What follows belongs to an exercise in optimizing a design on an open flow for a short achievable clock period and few clock cycles; a production flow would make more cautious choices.
Only simulation tests tie the RTL to the original design; equivalence was not proved.
Power and IR drop assume default switching activity.

`flow/config.mk`:
```
export PLATFORM = sky130hd
export DESIGN_NAME = processor
export DESIGN_NICKNAME = processor
export VERILOG_FILES = /design/flow/design.v
export SDC_FILE = /design/flow/constraint.sdc
export NUM_CORES = 4
export LEC_CHECK = 0
export CAP_MARGIN = 20
export CORE_MARGIN = 2
export CORE_UTILIZATION = 25
export PLACE_DENSITY = 0.5
export SLEW_MARGIN = 20
```
`flow/constraint.sdc`:
```
create_clock -name core_clock -period 50.0 [get_ports {clk}]
set_input_delay 10.0000 -clock core_clock [delete_from_list [all_inputs] [get_ports {clk}]]
set_output_delay 10.0000 -clock core_clock [all_outputs]
set_load 0.01 [all_outputs]
```
`flow/design.v`:
```
module processor(clk, rst, imem_addr, imem_data, dmem_addr, dmem_wdata, dmem_we,
                 dmem_rdata, stat);
input  clk, rst;
output [63:0] imem_addr;
input  [79:0] imem_data;
output [63:0] dmem_addr, dmem_wdata;
output dmem_we;
input  [63:0] dmem_rdata;
output [2:0] stat;
localparam [3:0] RNONE = 4'hF;
localparam [3:0] RSP   = 4'h4;
function cond;
  input [3:0] f;
  input z, s, o;
  begin
    case (f)
      4'h0 : cond = 1'b1;
      4'h1 : cond = (s ^ o) | z;
      4'h2 : cond = s ^ o;
      4'h3 : cond = z;
      4'h4 : cond = !z;
      4'h5 : cond = !(s ^ o);
      4'h6 : cond = !((s ^ o) | z);
      default : cond = 1'b0;
    endcase
  end
endfunction
reg [63:0] fpc;
reg [2:0]  stat_r;
reg        zf, sf, of;
reg        wait_ret;       
reg        e_v;            
reg        e_retdone;      
reg [79:0] ir;
reg [63:0] e_ra;           
reg [63:0] m_addr, m_wdata;
reg        m_we, m_ret;
reg [3:0]  m_dst;          
reg [63:0] w_data;
reg [3:0]  w_dst;
wire run = (stat_r == 3'd1);
wire [3:0]  e_icode = ir[7:4];
wire [3:0]  e_ifun  = ir[3:0];
wire [3:0]  e_rA    = ir[15:12];
wire [3:0]  e_rB    = ir[11:8];
wire [63:0] e_valC  = ir[79:16];
wire e_cnd = cond(e_ifun, zf, sf, of);
reg [3:0] srcA, srcB, dstE, dstM;
always @(*) begin
  case (e_icode)
    4'h2, 4'h4, 4'h6, 4'hA : srcA = e_rA;
    4'h9, 4'hB             : srcA = RSP;
    default                : srcA = RNONE;
  endcase
  case (e_icode)
    4'h4, 4'h5, 4'h6       : srcB = e_rB;
    4'h8, 4'h9, 4'hA, 4'hB : srcB = RSP;
    default                : srcB = RNONE;
  endcase
  case (e_icode)
    4'h2                   : dstE = e_cnd ? e_rB : RNONE;
    4'h3, 4'h6             : dstE = e_rB;
    4'h8, 4'h9, 4'hA, 4'hB : dstE = RSP;
    default                : dstE = RNONE;
  endcase
  case (e_icode)
    4'h5, 4'hB : dstM = e_rA;
    default    : dstM = RNONE;
  endcase
end
wire [63:0] rfo [0:15];
assign rfo[15] = 64'd0;
wire stall = e_v && (m_dst != RNONE) && (srcA == m_dst || srcB == m_dst);
wire e_fire = run && e_v && !stall;
wire [3:0] e_wdst = e_fire ? dstE : RNONE;
wire [63:0] valA = (srcA != RNONE && srcA == w_dst) ? w_data : rfo[srcA];
wire [63:0] valB = (srcB != RNONE && srcB == w_dst) ? w_data : rfo[srcB];
reg  [63:0] aluY;
reg         sub;
always @(*) begin
  case (e_icode)
    4'h4, 4'h5 : aluY = e_valC;
    4'h6       : aluY = valA;
    default    : aluY = 64'd8;
  endcase
  sub = (e_icode == 4'h6 && e_ifun[1:0] == 2'd1) || e_icode == 4'h8 || e_icode == 4'hA;
end
wire [63:0] aluYs = sub ? ~aluY : aluY;
wire [63:0] sum   = valB + aluYs + {63'd0, sub};
reg [63:0] valE;
always @(*) begin
  case (e_icode)
    4'h2 : valE = valA;
    4'h3 : valE = e_valC;
    4'h6 : case (e_ifun[1:0])
             2'd2    : valE = valB & valA;
             2'd3    : valE = valB ^ valA;
             default : valE = sum;
           endcase
    default : valE = sum;
  endcase
end
wire zf_n = (valE == 64'd0);
wire sf_n = valE[63];
wire of_n = !e_ifun[1] && (valB[63] == aluYs[63]) && (sum[63] != valB[63]);
wire e_setcc = e_v && e_icode == 4'h6;
wire cz = e_setcc ? zf_n : zf;
wire cs = e_setcc ? sf_n : sf;
wire co = e_setcc ? of_n : of;
wire e_mem = e_v && (e_icode == 4'h4 || e_icode == 4'h5 || e_icode == 4'h8 ||
                     e_icode == 4'h9 || e_icode == 4'hA || e_icode == 4'hB);
wire [63:0] e_maddr  = (e_icode == 4'h9 || e_icode == 4'hB) ? valA : valE;
wire [63:0] e_mwdata = (e_icode == 4'h8) ? e_ra : valA;
wire e_mwe  = (e_icode == 4'h4 || e_icode == 4'h8 || e_icode == 4'hA);
wire e_mret = (e_icode == 4'h9) && !e_retdone;
wire [63:0] rsp_cur = (e_v && dstE == RSP) ? valE :
                      (w_dst == RSP) ? w_data : rfo[RSP];
genvar gi;
generate
  for (gi = 0; gi < 15; gi = gi + 1) begin : RF
    reg [63:0] q;
    always @(posedge clk)
      if (e_wdst == gi)
        q <= valE;
      else if (w_dst == gi)
        q <= w_data;
    assign rfo[gi] = q;
  end
endgenerate
wire [3:0] f_icode = imem_data[7:4];
wire [3:0] f_ifun  = imem_data[3:0];
wire f_regids = (f_icode == 4'h2) || (f_icode == 4'h3) || (f_icode == 4'h4) ||
                (f_icode == 4'h5) || (f_icode == 4'h6) || (f_icode == 4'hA) ||
                (f_icode == 4'hB);
wire f_valc   = (f_icode == 4'h3) || (f_icode == 4'h4) || (f_icode == 4'h5) ||
                (f_icode == 4'h7) || (f_icode == 4'h8);
wire [63:0] pc1  = fpc + 64'd1;
wire [63:0] pc2  = fpc + 64'd2;
wire [63:0] pc9  = fpc + 64'd9;
wire [63:0] pc10 = fpc + 64'd10;
wire [63:0] f_seq = f_valc ? (f_regids ? pc10 : pc9) : (f_regids ? pc2 : pc1);
wire f_taken = (f_icode == 4'h8) || (f_icode == 4'h7 && cond(f_ifun, cz, cs, co));
wire [63:0] f_next = f_taken ? imem_data[71:8] : f_seq;
wire accept = run && !stall && !wait_ret;
wire early_ret = accept && (f_icode == 4'h9) && !e_mem && (m_dst != RSP);
always @(posedge clk) begin
  if (rst) begin
    fpc      <= 64'd0;
    stat_r   <= 3'd1;
    zf       <= 1'b1;
    sf       <= 1'b0;
    of       <= 1'b0;
    wait_ret <= 1'b0;
    e_v      <= 1'b0;
    m_we     <= 1'b0;
    m_ret    <= 1'b0;
    m_dst    <= RNONE;
    w_dst    <= RNONE;
  end else if (run) begin
    if (wait_ret) begin
      if (!stall)
        e_v <= 1'b0;
      if (m_ret) begin
        fpc      <= dmem_rdata;
        wait_ret <= 1'b0;
      end
    end else if (!stall) begin
      ir        <= imem_data;
      e_v       <= 1'b1;
      e_retdone <= early_ret;
      e_ra      <= pc9;
      fpc       <= f_next;
      if (f_icode == 4'h9)
        wait_ret <= 1'b1;
    end
    if (e_fire && e_icode == 4'h6) begin
      zf <= zf_n;
      sf <= sf_n;
      of <= of_n;
    end
    if (e_fire && e_icode == 4'h0)
      stat_r <= 3'd2;
    else if (e_fire && e_icode >= 4'hC)
      stat_r <= 3'd4;
    if (early_ret) begin
      m_addr <= rsp_cur;
      m_we   <= 1'b0;
      m_ret  <= 1'b1;
      m_dst  <= RNONE;
    end else if (e_fire) begin
      m_addr  <= e_maddr;
      m_wdata <= e_mwdata;
      m_we    <= e_mwe;
      m_ret   <= e_mret;
      m_dst   <= dstM;
    end else begin
      m_we  <= 1'b0;
      m_ret <= 1'b0;
      m_dst <= RNONE;
    end
    w_data <= dmem_rdata;
    w_dst  <= (m_dst == e_wdst) ? RNONE : m_dst;
  end else begin
    m_we  <= 1'b0;
    m_ret <= 1'b0;
  end
end
assign imem_addr  = fpc;
assign dmem_addr  = m_addr;
assign dmem_wdata = m_wdata;
assign dmem_we    = m_we;
assign stat       = stat_r;
endmodule
```
`flow/run.sh`:
```
#!/bin/bash
# synth_recipe.tcl (not shown) runs the flow's synth.tcl, then flattens the netlist and writes it again
# the make line also repeats each setting of config.mk as NAME=value (left out here)
make -C /OpenROAD-flow-scripts/flow DESIGN_CONFIG=/design/flow/config.mk WORK_HOME=/design/flow/orfs CLKGATE_MAP_FILE= SYNTH_SCRIPT=/design/flow/synth_recipe.tcl finish
```
==> results of run 1 <==
==> worst paths after layout <==
kind / from / to / slack, ns
worst max register to register: ir[13]$_DFFE_PP_ / fpc[31]$_SDFFE_PP0P_ / 35.95
worst min-delay path: e_ra[26]$_DFFE_PP_ / m_wdata[26]$_DFFE_PP_ / 0.51
worst min register to register: e_ra[26]$_DFFE_PP_ / m_wdata[26]$_DFFE_PP_ / 0.51
worst max-delay path: ir[13]$_DFFE_PP_ / fpc[31]$_SDFFE_PP0P_ / 35.95
==> routing by layer <==
layer	track usage	vias to the layer above	share of wire
met5	0	-	0.00033
met4	0.231	26	0.093
met3	0.0944	2045	0.14
met2	0.436	7966	0.41
met1	0.373	42400	0.36
li1	-	34500	-
==> synthesized netlist by cell type, drive strengths merged, types with 146 or more instances <==
master / n
a22oi: 427
clkbuf: 719
xnor2: 155
a21oi: 539
o22ai: 157
o21ai: 1227
edfxtp: 1233
mux2i: 286
nand2: 1461
buf: 240
a221oi: 185
dfxtp: 146
nand3: 222
nor2: 599
==> worst max-delay path, delay by kind of cell, from the launching register on <==
family | cells | cell delay, ns
AND/OR/NAND/NOR | 14 | 5.49
AO/OA/AOI/OAI | 11 | 3.83
buffers and inverters | 8 | 3.40
adder cells (fa/ha/maj) | 1 | 0.42
flip-flops | 1 | 0.32
XOR/XNOR | 1 | 0.17
==> kinds of logic (layout without fill, tap and decap cells) <==
group                      count (synthesis)  in the layout  synth area share
AOI/OAI and AO/OA                       3226           3226             0.244
xor gates and xnor gates                 225            225            0.0233
adders and majority gates                131            131            0.0194
buffers and inverters                   1035           1076            0.0476
DFF                                     1379           1379             0.473
muxes                                    356            356            0.0433
other                                      0             22                 0
and+or+nand+nor                         2874           2874             0.150
==> sequential cells by signal (all words and copies together), names as in the netlist, 3 cells and up <==
name / flops
m_addr: 64
m_wdata: 64
RF.q: 960
w_dst: 4
fpc: 64
m_dst: 4
ir: 80
w_data: 64
e_ra: 64
stat_r: 3
==> report_power, final <==
part | switching, W | internal, W | leakage (nW)
registers | 0.000133 | 0.00138 | 12.5
clock network | 0.000537 | 0.000707 | 2.59
logic | 0.000947 | 0.000360 | 20.3
total | 0.00162 | 0.00245 | 35.4
==> placed cells by master, fill, tap and decap left out, types with 72 or more instances in the layout <==
cell type	instances
mux2i_1	283
dfxtp_1	145
o21ai_0	1180
buf_4	357
nand2_1	1460
nor2_1	573
a22oi_1	426
and3_1	122
edfxtp_1	1233
a221oi_1	175
o22ai_1	157
clkdlybuf4s50_1	340
o211ai_1	72
a21oi_1	533
clkbuf_16	168
nor3_1	88
nand3_1	215
a22o_1	83
nand4_1	107
xnor2_1	155
ha_1	128
==> metrics by stage <==
step / util / std cells / total power (W) / setup slack, ns / hold slack (ns)
floorplan: - / 9226 / 0.00210 / 31.67 / 0.474
global placement: 0.278 / 13500 / 0.00274 / 35.77 / 0.488
detailed placement: 0.278 / 13500 / 0.00275 / 35.90 / 0.501
CTS: 0.293 / 13800 / 0.00397 / 36.77 / 0.515
global route: 0.294 / 13800 / 0.00413 / 35.96 / 0.545
finish: 0.294 / 13800 / 0.00406 / 35.95 / 0.512
==> layout make-up <==
type	instances	area [um2]	area share
Multi-Input combinational cell	6812	41400	0.418
Inverter	76	290	0.00294
Antenna cell	22	55.1	0.000557
Clock inverter	78	797	0.00806
Clock buffer	211	4470	0.0452
Timing Repair Buffer	711	6300	0.0638
Sequential cell	1379	39900	0.404
Tap cell	4515	5650	0.0571
==> summary.md, run 1 <==
| Metric | Value |
|---|---|
| Hold crit path type | `reg -> reg` |
| Routability cong. | `approximately 1` |
| Num rows | `between 200 and 250` |
| GRT Total Usage | `0.302` |
| Post-Layout Inst Area | `around 0.099 mm2` |
| Crit path time final | `14.05 ns` |
| Post-synthesis cell count | `9226` |
| Area growth, synth to finish | `17.0%` |
| Req. time, crit path | `around 50 ns` |
| CTS buffer count | `162` |
| Layout Nets | `9417` |
| Initial antenna violation count | `between 40 and 50` |
| Clock Sinks | `1379` |
| Crit Path Class | `reg -> reg` |
| Primary FF master, synth | `edfxtp_1` |
| Worst Path Arrival | `around 15 ns` |
| Pin count of the biggest net entering global routing | `128` |
| First-pass GRT wire length | `713000 um` |
| Hpwl dp | `360000 um` |
| Worst vdd ir | `0.0000248 V` |
| Total wire length | `approximately 540000 um` |
| Synthesized Nets | `approximately 9500` |
| Post-synth EDFFs | `about 1200` |
| FF-to-FF path depth | `35` |
| FF+latch count, synth | `1379` |
| # setup viols final | `0` |
| CTS Hold Bufs | `0` |
| Slew HR | `0.0859` |
| Synth area leader | `edfxtp_1` |
| Pwr Density | `a little over 40 mW/mm2` |
| CP endpoint kind | `flop` |
| H-tree levels | `4` |
| Setup TNS | `0 ns` |
| Clock Latency Late Sink | `0.89 ns` |
| Initial Util | `0.251` |
| # Max-Cap Violations | `0` |
| Filler cell count | `between 30000 and 40000` |
| Total grt overflow | `0` |
| Crit path max fanout | `85` |
| Fin. Hold Viols | `0` |
| Clock skew | `just over 0.07 ns` |
| Hold depth | `1` |
| Port Buffers | `between 300 and 400` |
| Synth area leaders | `edfxtp_1 (44%), o21ai_0 (7.1%), nand2_1 (6.5%)` |
| Yosys warns | `1` |
| Slowest stage delay, CP | `between 0.8 and 0.9 ns` |
| Die Y | `585 um` |
| Avg WL per Cell | `a little under 40 um` |
| Seq/Total Area, Yosys | `0.473` |
| Asr flop ratio synth | `0` |
| CTS clk-pin slew, worst paths | `approximately 0.070 ns` |
| Boundary Pins | `approximately 340` |
| Synthesized area | `approximately 0.085 mm2` |
| Cts repair resizes | `0` |
| Slew at the pin with the worst max-slew slack | `1.36 ns` |
| Core area | `0.337 mm2` |
| ANT nets after route | `0` |
| Remaining DRCs | `0` |
| Initial DRC count | `roughly 16000` |
| Critical-path top delay cell | `o2111a_1` |
| Pleak | `~35 nW` |
| Placed inst area | `approximately 0.094 mm2` |
| Die X | `approximately 590 um` |
| Most used cell, CP | `buf_4` |
| Netlist cell types | `approximately 110` |
| Vias in the first global route | `79800` |
| Post-CTS Setup Bufs | `0` |
| Status | `no timing/DRC/antenna violations` |
| Crit start category | `flop` |
| Clk buf depth | `4` |
| First drt pass iteration count | `9` |
| DR vias/cell | `6.30` |
| Syn avg cell area | `9.16 um2` |
| Fmax | `approximately 71 MHz` |
| Period utilisation layout | `0.281` |
| Final Max Tran Viols | `0` |
| Die Footprint | `0.343 mm2` |
| Layout cell share with drive strength beyond 1 | `0.0944` |
| CTS Root Cell | `clkbuf_16` |
| CTS tree | `built` |
| RSZ-0062 raised after global routing | `false` |
| Area share of the largest cell type after synthesis | `0.438` |
| Via count | `between 80000 and 90000` |
Testbench counts, summed over its fixed seeds: cycles 16,780.
==> inputs of run 2 (changes only) <==
==> flow/flow/run.sh (new file) <==
#!/bin/bash
cp standard.sh standard_sh_copy.log
export SETUP_SLACK_MARGIN=${MARGIN:-38}
bash standard.sh > standard_sh.log 2>&1
==> flow/standard.sh (new file) <==
#!/bin/bash
# synth_recipe.tcl (not shown) runs the flow's synth.tcl, then flattens the netlist and writes it again
# the make line also repeats each setting of config.mk as NAME=value (left out here)
make -C /OpenROAD-flow-scripts/flow DESIGN_CONFIG=/design/flow/config.mk WORK_HOME=/design/flow/orfs CLKGATE_MAP_FILE= SYNTH_SCRIPT=/design/flow/synth_recipe.tcl "${@:-finish}"
removed: flow/run.sh
==> summary.md, run 2 <==
| Metric | Value |
|---|---|
| GRT Total Usage | `0.304 (was 0.302)` |
| Asr flop ratio synth | `0 (unchanged)` |
| # Max-Cap Violations | `0 (unchanged)` |
| Routability cong. | `0.985 (was 0.997)` |
| Post-synth top cells | `nand2_1 (1461), edfxtp_1 (1233), o21ai_0 (1198) (unchanged)` |
| Pleak | `35.5 nW (was 35.4 nW)` |
| CP endpoint kind | `flop (unchanged)` |
| Pwr Density | `40.6 mW/mm2 (was 41.1 mW/mm2)` |
| Final Max Tran Viols | `0 (unchanged)` |
| Max FFs per register | `960 (unchanged)` |
| Simple-gate share of the synthesized area | `0.150 (unchanged)` |
| Hold depth | `2 (was 1)` |
| Crit path time final | `12.13 ns (was 14.05 ns)` |
| Status | `no timing/DRC/antenna violations (unchanged)` |
| Layout cell share with drive strength beyond 1 | `0.106 (was 0.0944)` |
| FF-to-FF path depth | `39 (was 35)` |
| Post-synth EDFFs | `1233 (unchanged)` |
| Die Footprint | `0.343 mm2 (unchanged)` |
| Synth Area in Compound Gates | `0.244 (unchanged)` |
| DR vias/cell | `6.23 (was 6.30)` |
| Initial Util | `0.251 (unchanged)` |
| Slew at the pin with the worst max-slew slack | `1.30 ns (was 1.36 ns)` |
| Layout Nets | `9439 (was 9417)` |
| CTS tree | `built (unchanged)` |
| Clock skew | `0.0810 ns (was 0.0728 ns)` |
| Setup TNS | `0 ns (unchanged)` |
| Core area | `0.337 mm2 (unchanged)` |
| Clock Sinks | `1379 (unchanged)` |
| Hold crit path type | `reg -> reg (unchanged)` |
| Post-Synth XOR/XNOR Area | `0.0233 (unchanged)` |
| CTS Root Cell | `clkbuf_16 (unchanged)` |
| Post-synthesis cell count | `9226 (unchanged)` |
| Worst vdd ir | `0.0000277 V (was 0.0000248 V)` |
| Synthesized area | `0.0845 mm2 (unchanged)` |
| Placed Cells | `13500 (about the same)` |
| Netlist cell types | `112 (unchanged)` |
| Most used cell, CP | `buf_4 (unchanged)` |
| Total grt overflow | `0 (unchanged)` |
| Synthesized Nets | `9501 (unchanged)` |
| RSZ-0062 raised after global routing | `true (was false)` |
| ANT nets after route | `0 (unchanged)` |
| Hpwl dp | `363000 um (was 360000 um)` |
| Slew HR | `0.130 (was 0.0859)` |
| Most common cell after layout, fill and taps aside | `nand2_1 (unchanged)` |
| Crit Path Class | `reg -> reg (unchanged)` |
| Syn avg cell area | `9.16 um2 (unchanged)` |
| Cell depth of the worst setup path | `39 (was 35)` |
| Post-synthesis mux area share | `0.0433 (unchanged)` |
| Die Y | `585 um (unchanged)` |
| Synth area leaders | `edfxtp_1 (44%), o21ai_0 (7.1%), nand2_1 (6.5%) (unchanged)` |
| Main combinational cell family by area after synthesis | `compound AO/OA/AOI/OAI gates (unchanged)` |
| Seq/Total Area, Yosys | `0.473 (unchanged)` |
| Num rows | `213 (unchanged)` |
| Most common cell in the synthesized netlist | `nand2_1 (unchanged)` |
| Via count | `86300 (was 86900)` |
| Clk buf depth | `4 (unchanged)` |
| Port Buffers | `341 (unchanged)` |
| Synth area leader | `edfxtp_1 (unchanged)` |
| Primary FF master, synth | `edfxtp_1 (unchanged)` |
| FF+latch count, synth | `1379 (unchanged)` |
| Post-Layout Cell Count | `13800 (about the same)` |
| Die X | `585 um (unchanged)` |
| Area share of the largest cell type after synthesis | `0.438 (unchanged)` |
| # setup viols final | `0 (unchanged)` |
| Fmax | `82.4 MHz (was 71.2 MHz)` |
| Largest register by flop count | `RF.q (unchanged)` |
| Area growth, synth to finish | `17.5% (was 17.0%)` |
| CP Buf/Inv Count | `9 (was 8)` |
| CTS clk-pin slew, worst paths | `0.06 ns (was 0.07 ns)` |
| CTS buffer count | `161 (was 162)` |
| Slowest stage delay, CP | `0.80 ns (was 0.82 ns)` |
| Initial antenna violation count | `44 (was 46)` |
| Avg WL per Cell | `39.1 um (about the same)` |
| Req. time, crit path | `50.77 ns (about the same)` |
| Yosys warns | `1 (unchanged)` |
| Clock Latency Late Sink | `0.91 ns (was 0.89 ns)` |
| Remaining DRCs | `0 (unchanged)` |
| Post-Synth Adder-Cell Area | `0.0194 (unchanged)` |
| Pin count of the biggest net entering global routing | `128 (unchanged)` |
| Boundary Pins | `342 (unchanged)` |
| Period utilisation layout | `0.243 (was 0.281)` |
| First-pass GRT wire length | `716000 um (was 713000 um)` |
| Crit path max fanout | `58 (was 85)` |
| Worst Path Arrival | `12.90 ns (was 14.82 ns)` |
| Most frequent cells in the layout | `nand2_1 (1451), edfxtp_1 (1233), o21ai_0 (1175) (was nand2_1 (1460), edfxtp_1 (1233), o21ai_0 (1180))` |
| Vias in the first global route | `79800 (about the same)` |
| H-tree levels | `4 (unchanged)` |
| Initial DRC count | `15600 (was 16400)` |
| Largest registers | `RF.q (960), ir (80) (unchanged)` |
| Crit-path leading delay family | `simple AND/OR/NAND/NOR gates (unchanged)` |
| Critical-path top delay cell | `nor2_1 (was o2111a_1)` |
| Fin. Hold Viols | `0 (unchanged)` |
| CTS Hold Bufs | `0 (unchanged)` |
| Total wire length | `542000 um (was 539000 um)` |
| First drt pass iteration count | `10 (was 9)` |
| Crit start category | `flop (unchanged)` |
## run 2: cell counts after synthesis
No cell type changed its count.
## run 2: area by class of cell
cell class | count | area [um2]
Timing Repair inverter | 2 | 12.5
Antenna cell | 50 | 125
Multi-Input combinational cell | 6814 | 41700
Timing Repair Buffer | 730 | 6540
Clock buffer | 208 | 4290
Clock inverter | 74 | 679
Inverter | 76 | 302
Sequential cell | 1379 | 40000
Fill cell | 35200 | 237000
Tap cell | 4515 | 5650
## run 2: per-stage QoR
step                total power, W  setup slack (ns)  area (um2)  utilization  hold slack, ns
global route               0.00410             37.99       99200        0.295           0.538
CTS                        0.00394             38.00       99000        0.294           0.512
global placement           0.00275             35.69       93700        0.278           0.492
finish                     0.00403             37.87       99300        0.295           0.510
floorplan                  0.00210             36.93       84800            -           0.474
detailed placement         0.00276             35.65       93700        0.278           0.505
## run 2: timing repair
action                     CTS  global route
buffers inserted            10             2
gates cloned                 4             0
pin swaps                    6             2
setup endpoints to repair  460            89
resized for setup          123            27
## run 2: final timing paths
check        slack, ns               start                    end
max              37.87     ir[4]$_DFFE_PP_   fpc[52]$_SDFFE_PP0P_
min               0.51  e_ra[16]$_DFFE_PP_  m_wdata[16]$_DFFE_PP_
max reg2reg      37.87     ir[4]$_DFFE_PP_   fpc[52]$_SDFFE_PP0P_
min reg2reg       0.51  e_ra[16]$_DFFE_PP_  m_wdata[16]$_DFFE_PP_
## run 2: cell families after synthesis
family                   Yosys count
AO/OA/AOI/OAI                   3226
AND/OR/NAND/NOR                 2874
flip-flops                      1379
buffers and inverters           1035
multiplexers                     356
XOR/XNOR                         225
adder cells (fa/ha/maj)          131
## run 2: tightest hold or removal path, cell delays in order (launching register included)
cell and delay [ns]:
edfxtp_1 0.32, nand2_1 0.05, nand2_1 0.06
## run 2: where the power goes
group / internal (W) / switching [W] / total, W / leakage, nW
sequential: 0.00138 / 0.000131 / 0.00151 / 12.5
combinational: 0.000363 / 0.000959 / 0.00132 / 20.5
clock: 0.000662 / 0.000536 / 0.00120 / 2.43
total: 0.00241 / 0.00163 / 0.00403 / 35.5
## run 2: layer usage
layer	track usage	routed length (um)	up-vias
met4	0.217	47500	18
met5	0	304	-
met2	0.449	226000	7634
li1	-	-	34600
met3	0.0950	71900	1963
met1	0.372	196000	42100

-- re-timing with driven ports --
The flow's constraints put no driver on any port. The routed layouts listed below were extracted and timed again, unchanged, in two steps.
Step 1: set_driving_cell puts a clkbuf_16 on clk and a buf_2 on each other input, an assumption about the parent block.
Step 2 moves the port delays by t, midway between the first and last clock arrival at a register: inputs arrive t later, outputs are due t later. That takes back most of the time a late clock gives input paths.
Slacks: no drivers / after step 1 / after step 2; pairs: no drivers / after step 1.
run	t, ns	setup slack, ns	hold WS [ns]	slew at the worst register clock pin (ns)	pins driven straight from the clock port
run 1	0.955	35.946 / 35.946 / 35.742	0.512 / 0.512 / 0.512	0.07 / 0.07	1
run 2	0.958	37.866 / 37.866 / 37.251	0.510 / 0.510 / 0.510	0.08 / 0.08	1
After both steps setup and hold are still met in every run listed. For run 2, which loses most, drivers alone change the setup slack by 0.000 ns; drivers and shift together by -0.615 ns.
